Context: an optimization exercise on an open-source flow, tuned for a short achievable clock period and few clock cycles per item. The choices shown serve that exercise and are no tape-out recipe. No functional check of the RTL was part of this run.

==> design/flow/design.v <==
`timescale 1ns / 1ps
module divider#(
  parameter WIDTH    = 32,
  parameter CACHING  =  0,
  parameter INIT_VLD =  0
)(
  input clk,
  input rst,
  input start,
  input      [WIDTH-1:0] dividend,
  input      [WIDTH-1:0] divisor,
  output     [WIDTH-1:0] quotient,
  output     [WIDTH-1:0] remainder,
  output reg zeroErr,
  output valid
);
  reg          vld;
  reg [2:0]    cnt;
  reg [31:0]   P;                
  reg [34:0]   AQ;               
  reg [36:0]   M1;               
  reg [36:0]   M2;               
  reg [36:0]   M3;               
  reg [36:0]   M4;               
  reg [36:0]   M5;               
  reg [36:0]   M6;               
  reg [36:0]   M7;               
  reg [36:0]   M8;               
  reg [36:0]   M9;               
  reg [36:0]   M10;               
  reg [36:0]   M11;               
  reg [36:0]   M12;               
  reg [36:0]   M13;               
  reg [36:0]   M14;               
  reg [36:0]   M15;               
  reg [36:0]   M16;               
  reg [36:0]   M17;               
  reg [36:0]   M18;               
  reg [36:0]   M19;               
  reg [36:0]   M20;               
  reg [36:0]   M21;               
  reg [36:0]   M22;               
  reg [36:0]   M23;               
  reg [36:0]   M24;               
  reg [36:0]   M25;               
  reg [36:0]   M26;               
  reg [36:0]   M27;               
  reg [36:0]   M28;               
  reg [36:0]   M29;               
  reg [36:0]   M30;               
  reg [36:0]   M31;               
  assign valid     = vld;
  assign quotient  = AQ[31:0];
  assign remainder = P;
  wire [7:0] lt;
  assign lt[0] = dividend < divisor;
  assign lt[1] = dividend[31:5] < divisor;
  assign lt[2] = dividend[31:10] < divisor;
  assign lt[3] = dividend[31:15] < divisor;
  assign lt[4] = dividend[31:20] < divisor;
  assign lt[5] = dividend[31:25] < divisor;
  assign lt[6] = dividend[31:30] < divisor;
  assign lt[7] = divisor != 0;
  wire [7:0] first = lt & ~{lt[6:0], 1'b0};
  wire zeroDivide = divisor == 0;
  wire [31:0] alP;
  wire [34:0] alAQ;
  wire [2:0] alCnt;
  assign alP = ({32{first[0]}} & dividend) |
               ({32{first[1]}} & {5'd0, dividend[31:5]}) |
               ({32{first[2]}} & {10'd0, dividend[31:10]}) |
               ({32{first[3]}} & {15'd0, dividend[31:15]}) |
               ({32{first[4]}} & {20'd0, dividend[31:20]}) |
               ({32{first[5]}} & {25'd0, dividend[31:25]}) |
               ({32{first[6]}} & {30'd0, dividend[31:30]});
  assign alAQ = ({35{first[1]}} & {dividend[4:0], 30'd0}) |
                ({35{first[2]}} & {dividend[9:0], 25'd0}) |
                ({35{first[3]}} & {dividend[14:0], 20'd0}) |
                ({35{first[4]}} & {dividend[19:0], 15'd0}) |
                ({35{first[5]}} & {dividend[24:0], 10'd0}) |
                ({35{first[6]}} & {dividend[29:0], 5'd0}) |
                ({35{first[7]}} & {3'd0, dividend[31:0]});
  assign alCnt = ({3{first[1]}} & 3'd1) |
                 ({3{first[2]}} & 3'd2) |
                 ({3{first[3]}} & 3'd3) |
                 ({3{first[4]}} & 3'd4) |
                 ({3{first[5]}} & 3'd5) |
                 ({3{first[6]}} & 3'd6) |
                 ({3{first[7]}} & 3'd7);
  wire [36:0] X = {5'd0, divisor};
  wire [36:0] mul1 = X;
  wire [36:0] mul2 = (X << 1);
  wire [36:0] mul3 = (X << 1) + X;
  wire [36:0] mul4 = (X << 2);
  wire [36:0] mul5 = (X << 2) + X;
  wire [36:0] mul6 = (X << 2) + (X << 1);
  wire [36:0] mul7 = (X << 3) - X;
  wire [36:0] mul8 = (X << 3);
  wire [36:0] mul9 = (X << 3) + X;
  wire [36:0] mul10 = (X << 3) + (X << 1);
  wire [36:0] mul11_s0 = (X << 3) ^ (X << 1) ^ X;
  wire [36:0] mul11_c0 = (((X << 3) & (X << 1)) | ((X << 3) & X) | ((X << 1) & X)) << 1;
  wire [36:0] mul11 = mul11_s0 + mul11_c0;
  wire [36:0] mul12 = (X << 3) + (X << 2);
  wire [36:0] mul13_s0 = (X << 3) ^ (X << 2) ^ X;
  wire [36:0] mul13_c0 = (((X << 3) & (X << 2)) | ((X << 3) & X) | ((X << 2) & X)) << 1;
  wire [36:0] mul13 = mul13_s0 + mul13_c0;
  wire [36:0] mul14 = (X << 4) - (X << 1);
  wire [36:0] mul15 = (X << 4) - X;
  wire [36:0] mul16 = (X << 4);
  wire [36:0] mul17 = (X << 4) + X;
  wire [36:0] mul18 = (X << 4) + (X << 1);
  wire [36:0] mul19_s0 = (X << 4) ^ (X << 1) ^ X;
  wire [36:0] mul19_c0 = (((X << 4) & (X << 1)) | ((X << 4) & X) | ((X << 1) & X)) << 1;
  wire [36:0] mul19 = mul19_s0 + mul19_c0;
  wire [36:0] mul20 = (X << 4) + (X << 2);
  wire [36:0] mul21_s0 = (X << 4) ^ (X << 2) ^ X;
  wire [36:0] mul21_c0 = (((X << 4) & (X << 2)) | ((X << 4) & X) | ((X << 2) & X)) << 1;
  wire [36:0] mul21 = mul21_s0 + mul21_c0;
  wire [36:0] mul22_s0 = (X << 4) ^ (X << 2) ^ (X << 1);
  wire [36:0] mul22_c0 = (((X << 4) & (X << 2)) | ((X << 4) & (X << 1)) | ((X << 2) & (X << 1))) << 1;
  wire [36:0] mul22 = mul22_s0 + mul22_c0;
  wire [36:0] mul23_s0 = (X << 4) ^ (X << 3) ^ ~X;
  wire [36:0] mul23_c0 = (((X << 4) & (X << 3)) | ((X << 4) & ~X) | ((X << 3) & ~X)) << 1;
  wire [36:0] mul23 = mul23_s0 + (mul23_c0 | 37'd1);
  wire [36:0] mul24 = (X << 4) + (X << 3);
  wire [36:0] mul25_s0 = (X << 4) ^ (X << 3) ^ X;
  wire [36:0] mul25_c0 = (((X << 4) & (X << 3)) | ((X << 4) & X) | ((X << 3) & X)) << 1;
  wire [36:0] mul25 = mul25_s0 + mul25_c0;
  wire [36:0] mul26_s0 = (X << 4) ^ (X << 3) ^ (X << 1);
  wire [36:0] mul26_c0 = (((X << 4) & (X << 3)) | ((X << 4) & (X << 1)) | ((X << 3) & (X << 1))) << 1;
  wire [36:0] mul26 = mul26_s0 + mul26_c0;
  wire [36:0] mul27_s0 = (X << 5) ^ ~(X << 2) ^ ~X;
  wire [36:0] mul27_c0 = (((X << 5) & ~(X << 2)) | ((X << 5) & ~X) | (~(X << 2) & ~X)) << 1;
  wire [36:0] mul27 = mul27_s0 + (mul27_c0 | 37'd1) + 37'd1;
  wire [36:0] mul28 = (X << 5) - (X << 2);
  wire [36:0] mul29_s0 = (X << 5) ^ ~(X << 2) ^ X;
  wire [36:0] mul29_c0 = (((X << 5) & ~(X << 2)) | ((X << 5) & X) | (~(X << 2) & X)) << 1;
  wire [36:0] mul29 = mul29_s0 + (mul29_c0 | 37'd1);
  wire [36:0] mul30 = (X << 5) - (X << 1);
  wire [36:0] mul31 = (X << 5) - X;
  wire [36:0] PS = {P, AQ[34:30]};
  wire [31:0] ge;
  assign ge[0] = 1'b1;
  wire [37:0] t1 = {1'b0, PS} - {1'b0, M1};
  wire [31:0] d1 = t1[31:0];
  assign ge[1] = ~t1[37];
  wire [37:0] t2 = {1'b0, PS} - {1'b0, M2};
  wire [31:0] d2 = t2[31:0];
  assign ge[2] = ~t2[37];
  wire [37:0] t3 = {1'b0, PS} - {1'b0, M3};
  wire [31:0] d3 = t3[31:0];
  assign ge[3] = ~t3[37];
  wire [37:0] t4 = {1'b0, PS} - {1'b0, M4};
  wire [31:0] d4 = t4[31:0];
  assign ge[4] = ~t4[37];
  wire [37:0] t5 = {1'b0, PS} - {1'b0, M5};
  wire [31:0] d5 = t5[31:0];
  assign ge[5] = ~t5[37];
  wire [37:0] t6 = {1'b0, PS} - {1'b0, M6};
  wire [31:0] d6 = t6[31:0];
  assign ge[6] = ~t6[37];
  wire [37:0] t7 = {1'b0, PS} - {1'b0, M7};
  wire [31:0] d7 = t7[31:0];
  assign ge[7] = ~t7[37];
  wire [37:0] t8 = {1'b0, PS} - {1'b0, M8};
  wire [31:0] d8 = t8[31:0];
  assign ge[8] = ~t8[37];
  wire [37:0] t9 = {1'b0, PS} - {1'b0, M9};
  wire [31:0] d9 = t9[31:0];
  assign ge[9] = ~t9[37];
  wire [37:0] t10 = {1'b0, PS} - {1'b0, M10};
  wire [31:0] d10 = t10[31:0];
  assign ge[10] = ~t10[37];
  wire [37:0] t11 = {1'b0, PS} - {1'b0, M11};
  wire [31:0] d11 = t11[31:0];
  assign ge[11] = ~t11[37];
  wire [37:0] t12 = {1'b0, PS} - {1'b0, M12};
  wire [31:0] d12 = t12[31:0];
  assign ge[12] = ~t12[37];
  wire [37:0] t13 = {1'b0, PS} - {1'b0, M13};
  wire [31:0] d13 = t13[31:0];
  assign ge[13] = ~t13[37];
  wire [37:0] t14 = {1'b0, PS} - {1'b0, M14};
  wire [31:0] d14 = t14[31:0];
  assign ge[14] = ~t14[37];
  wire [37:0] t15 = {1'b0, PS} - {1'b0, M15};
  wire [31:0] d15 = t15[31:0];
  assign ge[15] = ~t15[37];
  wire [37:0] t16 = {1'b0, PS} - {1'b0, M16};
  wire [31:0] d16 = t16[31:0];
  assign ge[16] = ~t16[37];
  wire [37:0] t17 = {1'b0, PS} - {1'b0, M17};
  wire [31:0] d17 = t17[31:0];
  assign ge[17] = ~t17[37];
  wire [37:0] t18 = {1'b0, PS} - {1'b0, M18};
  wire [31:0] d18 = t18[31:0];
  assign ge[18] = ~t18[37];
  wire [37:0] t19 = {1'b0, PS} - {1'b0, M19};
  wire [31:0] d19 = t19[31:0];
  assign ge[19] = ~t19[37];
  wire [37:0] t20 = {1'b0, PS} - {1'b0, M20};
  wire [31:0] d20 = t20[31:0];
  assign ge[20] = ~t20[37];
  wire [37:0] t21 = {1'b0, PS} - {1'b0, M21};
  wire [31:0] d21 = t21[31:0];
  assign ge[21] = ~t21[37];
  wire [37:0] t22 = {1'b0, PS} - {1'b0, M22};
  wire [31:0] d22 = t22[31:0];
  assign ge[22] = ~t22[37];
  wire [37:0] t23 = {1'b0, PS} - {1'b0, M23};
  wire [31:0] d23 = t23[31:0];
  assign ge[23] = ~t23[37];
  wire [37:0] t24 = {1'b0, PS} - {1'b0, M24};
  wire [31:0] d24 = t24[31:0];
  assign ge[24] = ~t24[37];
  wire [37:0] t25 = {1'b0, PS} - {1'b0, M25};
  wire [31:0] d25 = t25[31:0];
  assign ge[25] = ~t25[37];
  wire [37:0] t26 = {1'b0, PS} - {1'b0, M26};
  wire [31:0] d26 = t26[31:0];
  assign ge[26] = ~t26[37];
  wire [37:0] t27 = {1'b0, PS} - {1'b0, M27};
  wire [31:0] d27 = t27[31:0];
  assign ge[27] = ~t27[37];
  wire [37:0] t28 = {1'b0, PS} - {1'b0, M28};
  wire [31:0] d28 = t28[31:0];
  assign ge[28] = ~t28[37];
  wire [37:0] t29 = {1'b0, PS} - {1'b0, M29};
  wire [31:0] d29 = t29[31:0];
  assign ge[29] = ~t29[37];
  wire [37:0] t30 = {1'b0, PS} - {1'b0, M30};
  wire [31:0] d30 = t30[31:0];
  assign ge[30] = ~t30[37];
  wire [37:0] t31 = {1'b0, PS} - {1'b0, M31};
  wire [31:0] d31 = t31[31:0];
  assign ge[31] = ~t31[37];
  wire [31:0] sel = ge & ~{1'b0, ge[31:1]};
  wire [31:0] nextP = ({32{sel[0]}} & PS[31:0]) |
                       ({32{sel[1]}} & d1) |
                       ({32{sel[2]}} & d2) |
                       ({32{sel[3]}} & d3) |
                       ({32{sel[4]}} & d4) |
                       ({32{sel[5]}} & d5) |
                       ({32{sel[6]}} & d6) |
                       ({32{sel[7]}} & d7) |
                       ({32{sel[8]}} & d8) |
                       ({32{sel[9]}} & d9) |
                       ({32{sel[10]}} & d10) |
                       ({32{sel[11]}} & d11) |
                       ({32{sel[12]}} & d12) |
                       ({32{sel[13]}} & d13) |
                       ({32{sel[14]}} & d14) |
                       ({32{sel[15]}} & d15) |
                       ({32{sel[16]}} & d16) |
                       ({32{sel[17]}} & d17) |
                       ({32{sel[18]}} & d18) |
                       ({32{sel[19]}} & d19) |
                       ({32{sel[20]}} & d20) |
                       ({32{sel[21]}} & d21) |
                       ({32{sel[22]}} & d22) |
                       ({32{sel[23]}} & d23) |
                       ({32{sel[24]}} & d24) |
                       ({32{sel[25]}} & d25) |
                       ({32{sel[26]}} & d26) |
                       ({32{sel[27]}} & d27) |
                       ({32{sel[28]}} & d28) |
                       ({32{sel[29]}} & d29) |
                       ({32{sel[30]}} & d30) |
                       ({32{sel[31]}} & d31);
  wire [4:0] digit = ({5{sel[1]}} & 5'd1) |
                      ({5{sel[2]}} & 5'd2) |
                      ({5{sel[3]}} & 5'd3) |
                      ({5{sel[4]}} & 5'd4) |
                      ({5{sel[5]}} & 5'd5) |
                      ({5{sel[6]}} & 5'd6) |
                      ({5{sel[7]}} & 5'd7) |
                      ({5{sel[8]}} & 5'd8) |
                      ({5{sel[9]}} & 5'd9) |
                      ({5{sel[10]}} & 5'd10) |
                      ({5{sel[11]}} & 5'd11) |
                      ({5{sel[12]}} & 5'd12) |
                      ({5{sel[13]}} & 5'd13) |
                      ({5{sel[14]}} & 5'd14) |
                      ({5{sel[15]}} & 5'd15) |
                      ({5{sel[16]}} & 5'd16) |
                      ({5{sel[17]}} & 5'd17) |
                      ({5{sel[18]}} & 5'd18) |
                      ({5{sel[19]}} & 5'd19) |
                      ({5{sel[20]}} & 5'd20) |
                      ({5{sel[21]}} & 5'd21) |
                      ({5{sel[22]}} & 5'd22) |
                      ({5{sel[23]}} & 5'd23) |
                      ({5{sel[24]}} & 5'd24) |
                      ({5{sel[25]}} & 5'd25) |
                      ({5{sel[26]}} & 5'd26) |
                      ({5{sel[27]}} & 5'd27) |
                      ({5{sel[28]}} & 5'd28) |
                      ({5{sel[29]}} & 5'd29) |
                      ({5{sel[30]}} & 5'd30) |
                      ({5{sel[31]}} & 5'd31);
  always @(posedge clk) begin
    if (rst) begin
      vld <= 1'b0;
      cnt <= 0;
    end else if (start) begin
      vld <= zeroDivide | lt[0];
      cnt <= zeroDivide ? 3'd0 : alCnt;
    end else if (cnt != 0) begin
      cnt <= cnt - 1'b1;
      if (cnt == 1) vld <= 1'b1;
    end
  end
  always @(posedge clk) begin
    if (rst) zeroErr <= 1'b0;
    else if (start) zeroErr <= zeroDivide;
  end
  always @(posedge clk) begin
    if (start) begin
      M1 <= mul1;
      M2 <= mul2;
      M3 <= mul3;
      M4 <= mul4;
      M5 <= mul5;
      M6 <= mul6;
      M7 <= mul7;
      M8 <= mul8;
      M9 <= mul9;
      M10 <= mul10;
      M11 <= mul11;
      M12 <= mul12;
      M13 <= mul13;
      M14 <= mul14;
      M15 <= mul15;
      M16 <= mul16;
      M17 <= mul17;
      M18 <= mul18;
      M19 <= mul19;
      M20 <= mul20;
      M21 <= mul21;
      M22 <= mul22;
      M23 <= mul23;
      M24 <= mul24;
      M25 <= mul25;
      M26 <= mul26;
      M27 <= mul27;
      M28 <= mul28;
      M29 <= mul29;
      M30 <= mul30;
      M31 <= mul31;
    end
  end
  always @(posedge clk) begin
    if (start) begin
      P  <= alP;
      AQ <= alAQ;
    end else if (cnt != 0) begin
      P  <= nextP;
      AQ <= {AQ[29:0], digit};
    end
  end
endmodule
==> design/flow/run.sh <==
#!/bin/bash
# synth_recipe.tcl (not shown) runs the flow's synth.tcl, then flattens the netlist and writes it again
# the make line also repeats each setting of config.mk as NAME=value (left out here)
make -C /OpenROAD-flow-scripts/flow DESIGN_CONFIG=/design/flow/config.mk WORK_HOME=/design/flow/orfs CLKGATE_MAP_FILE= SYNTH_SCRIPT=/design/flow/synth_recipe.tcl finish
==> design/flow/config.mk <==
export PLATFORM = sky130hd
export DESIGN_NAME = divider
export DESIGN_NICKNAME = divider
export VERILOG_FILES = /design/flow/design.v
export SDC_FILE = /design/flow/constraint.sdc
export NUM_CORES = 4
export LEC_CHECK = 0
export ABC_CLOCK_PERIOD_IN_PS = 2500
export CAP_MARGIN = 20
export CORE_MARGIN = 2
export CORE_UTILIZATION = 40
export SETUP_SLACK_MARGIN = 4.5
export SLEW_MARGIN = 20
==> design/flow/constraint.sdc <==
create_clock -name core_clock -period 7.0 [get_ports {clk}]
set_input_delay 1.4000 -clock core_clock [delete_from_list [all_inputs] [get_ports {clk}]]
set_output_delay 1.4000 -clock core_clock [all_outputs]
set_load 0.01 [all_outputs]
==> results.cfg <==
[timing]
timing.fmax_mhz = 183
whs_ns = 0.533
setup_viol = 0
slew_headroom_pct = 12.7
clock-skew-final_ns = 0.0704
period_minus_slack_ns = 5.46
finalSetupTns_ns = 0
slew_viol_final = 0
final-hold-violation-count = 0
grt_setup_unrepaired = yes
timing.final.crit_share_pct = 78.1
worst_pin_slew_ns = 1.30

[clock_network]
cts_max_level = 3
clk_pin_slew_ns = 0.07
cts_buffers = 86
clk_latency_ns = 0.81
cts.sinks = 607
root_buffer = clkbuf_16
cts_buffer_depth = 3
tritoncts = built

[logic_synthesis]
yosysUniqueCellTypes = 109
syn_nets = 14400
syn_area_per_cell_um2 = 8.30
ys_warn_count = 1
synth_edf_count = 602
yosys.area.top_type = ha_1
synthCells = 12400
synth_top_area_share_pct = 20.1
synthSimpleGateAreaFrac_pct = 14.4
synth_top_family_by_area = compound AO/OA/AOI/OAI gates
synth_xor_area_share_pct = 10.1
ys_ff_latch = 607
synth_top_cells_by_area = ha_1 (20%), edfxtp_1 (18%), xnor2_1 (6.8%)
ys_seq_area_share_pct = 17.6
synth_mux_area_share_pct = 0.104
synth_flop_cell = edfxtp_1
synthAdderAreaFrac_pct = 25.0
async_reset_ff_share_pct = 0
syn-cell-area_mm2 = 0.103
synth_compound_gate_area_share_pct = 27.6

[layout]
syn2layout_area_growth_pct = 37.7
drive_gt1_share_pct = 27.4
layout_commonest_cell = ha_1
nets = 16100
layout_common_cells = ha_1 (1,434), buf_4 (1,088), inv_1 (1,010), a21oi_1 (934), nand2_1 (708)
n_fill_cell = 23500

[detailed_routing]
ant_nets = 0
vias_per_cell = 6.52
vias = 115000
drc = 0
first_iter_violations = 15600
drt_first_pass_iters = 7
detail_route.wl_per_cell_um = 34.3
wl_mm = 605

[power_and_ir_drop]
fin_total_pwr_mw = 51.2
power.leakage_nw = 61.8
ir_worst_vdd_v = 0.000211
p_per_area_mw_per_mm2 = 360

[floorplan]
core_mm2 = 0.257
num_rows = 186
die_w_um = 512
io-pin-count = 133
initial_core_util_pct = 40.2
die_h_um = 512
die-area_mm2 = 0.262

[critical_path]
required_ns = 7.50
critPathLaunchType = flop
r2r_slack_ns = 1.54
crit_arrival_ns = 5.96
cp_max_fo = 4
crit_path_end = P[30]
crit_path_end_kind = flop
startpoint = AQ[32]
timing.rr.start = AQ[32]
r2r-end = P[30]
r2r_cells = 19
critPathKind = reg -> reg

[global_routing]
grt_pass1_wl_mm = 810
grt_pass1_vias = 107000
antenna_found_initial = 41
overflow = 0
grt_max_degree = 72
grtUsageTotal_pct = 43.6

[run]
maxCapViolations = 0

[placement]
gp_congestion = 1.14
dpl.hpwl_mm = 466
port_buffers = 132

[worst_hold_path]
hold_path.class = reg -> reg

[status]
outcome = timing/DRC/antenna clean
[worst min-delay path by stage]
stage | to | slack (ns) | depth (start not counted) | startpoint
after floorplan | cnt[1] | 0.48 | 2 | cnt[1]
after global placement | zeroErr | 0.48 | 2 | zeroErr
after detailed placement | zeroErr | 0.49 | 2 | zeroErr
after CTS | zeroErr | 0.54 | 2 | zeroErr
after global routing | cnt[1] | 0.57 | 2 | cnt[1]
final | cnt[1] | 0.53 | 2 | cnt[1]
[Yosys cell counts (all sizes together), types with 210 or more instances]
master	instances
ha	1657
a21oi	1218
inv	1092
xnor2	805
nor2	791
nand2	754
o21ai	691
a21o	680
edfxtp	602
xor2	390
nand3	269
fa	251
nor3	220
clkbuf	210
[per-layer routing]
metal	wire length (um)	up-vias	share of wire, %	track usage [%]
met5	284	-	0.047	0
met4	45800	24	7.6	25.3
met3	84900	1629	14	14.5
met2	242000	7523	40	62.6
met1	231000	56300	38	56.6
li1	-	49500	-	-
[area by class of cell]
class,instances,area [um2],share of cell area (%)
multi-input cells,10400,92600,65.2
repair buffers,1942,19900,14.0
repair inverters,1,7.51,0.00528
clock inverters,56,608,0.428
flip-flops and latches,607,18200,12.8
inverters,1092,4290,3.02
diodes,17,42.5,0.0299
well taps,3384,4230,2.98
clock buffers,99,2200,1.55
[power by group]
group          internal [mW]  switching (mW)
Clock                   2.60            2.14
Combinational           15.3            25.7
Sequential              5.06           0.419
[through the flow]
stage                     cell area [um2]  cells  setup WS (ns)  util, %
final                              142000  17600           1.54     55.3
after global placement             115000  16300          0.167     44.8
after floorplan                    105000  12400           1.60        -
after detailed placement           115000  16300          0.154     44.8
after global routing               142000  17600           1.58     55.3
after CTS                          135000  17300           1.71     52.7
[cells by family (layout without fill, tap and decap cells)]
family / count (synthesis) / in the layout
buf+inv: 1381 / 3190
flops: 607 / 607
fa+ha+maj: 1908 / 1908
mux: 10 / 10
other cells: 0 / 17
simple gates: 3046 / 3046
xor+xnor: 1195 / 1195
compound gates: 4284 / 4285
[critical path, cell delays in order (launching register included)]
cell,delay [ns]
edfxtp_1,0.52
inv_2,0.14
ha_2,0.24
inv_1,0.11
fa_1,0.46
a21oi_2,0.21
o211ai_1,0.25
o211ai_1,0.49
nand3_2,0.23
a221o_1,0.45
a21oi_2,0.24
a21oi_2,0.13
and4b_1,0.25
nor3_4,0.24
o22ai_2,0.16
nor4_1,0.21
nand4_1,0.19
a2111oi_4,0.32
buf_4,0.18
a32oi_1,0.11
[flip-flops by register name (all words and copies together), names as in the netlist, 34 cells and up]
signal and flops:
M31 37, M25 36, M29 36, AQ 35, M19 35, M21 35
M27 35, M17 34, M23 34
[timing repair]
action	4_1_cts	5_1_grt
setup endpoints to repair	800	709
cloned	28	4
setup buffers	764	348
pin swaps	756	663
hold buffers	0	0
resized for setup	2363	781

[separate check: timing with driven ports]
Ports are ideal in the flow. The routed layout listed here was re-timed in OpenROAD. Step 1 (the two cells are an assumption about what drives the block):
set clk [get_ports {clk}]
set_driving_cell -lib_cell sky130_fd_sc_hd__clkbuf_16 $clk
set_driving_cell -lib_cell sky130_fd_sc_hd__buf_2 [delete_from_list [all_inputs] $clk]
Step 2, shift: input delay + t, output delay - t, t = (earliest + latest rising clock arrival at the registers) / 2. This alone moves slack from input paths to output paths. Three values: no drivers, after step 1, after step 2; two values: the first two.
t (ns): 0.880
slack for setup (ns): 1.536 / 1.536 / 1.011
slew at the worst register clock pin (ns): 0.07 / 0.07
worst data-port slew with drivers (ns): 0.10
After both steps setup and hold are still met in this run. For this run, drivers alone change the setup slack by 0.000 ns; drivers and shift together by -0.525 ns.
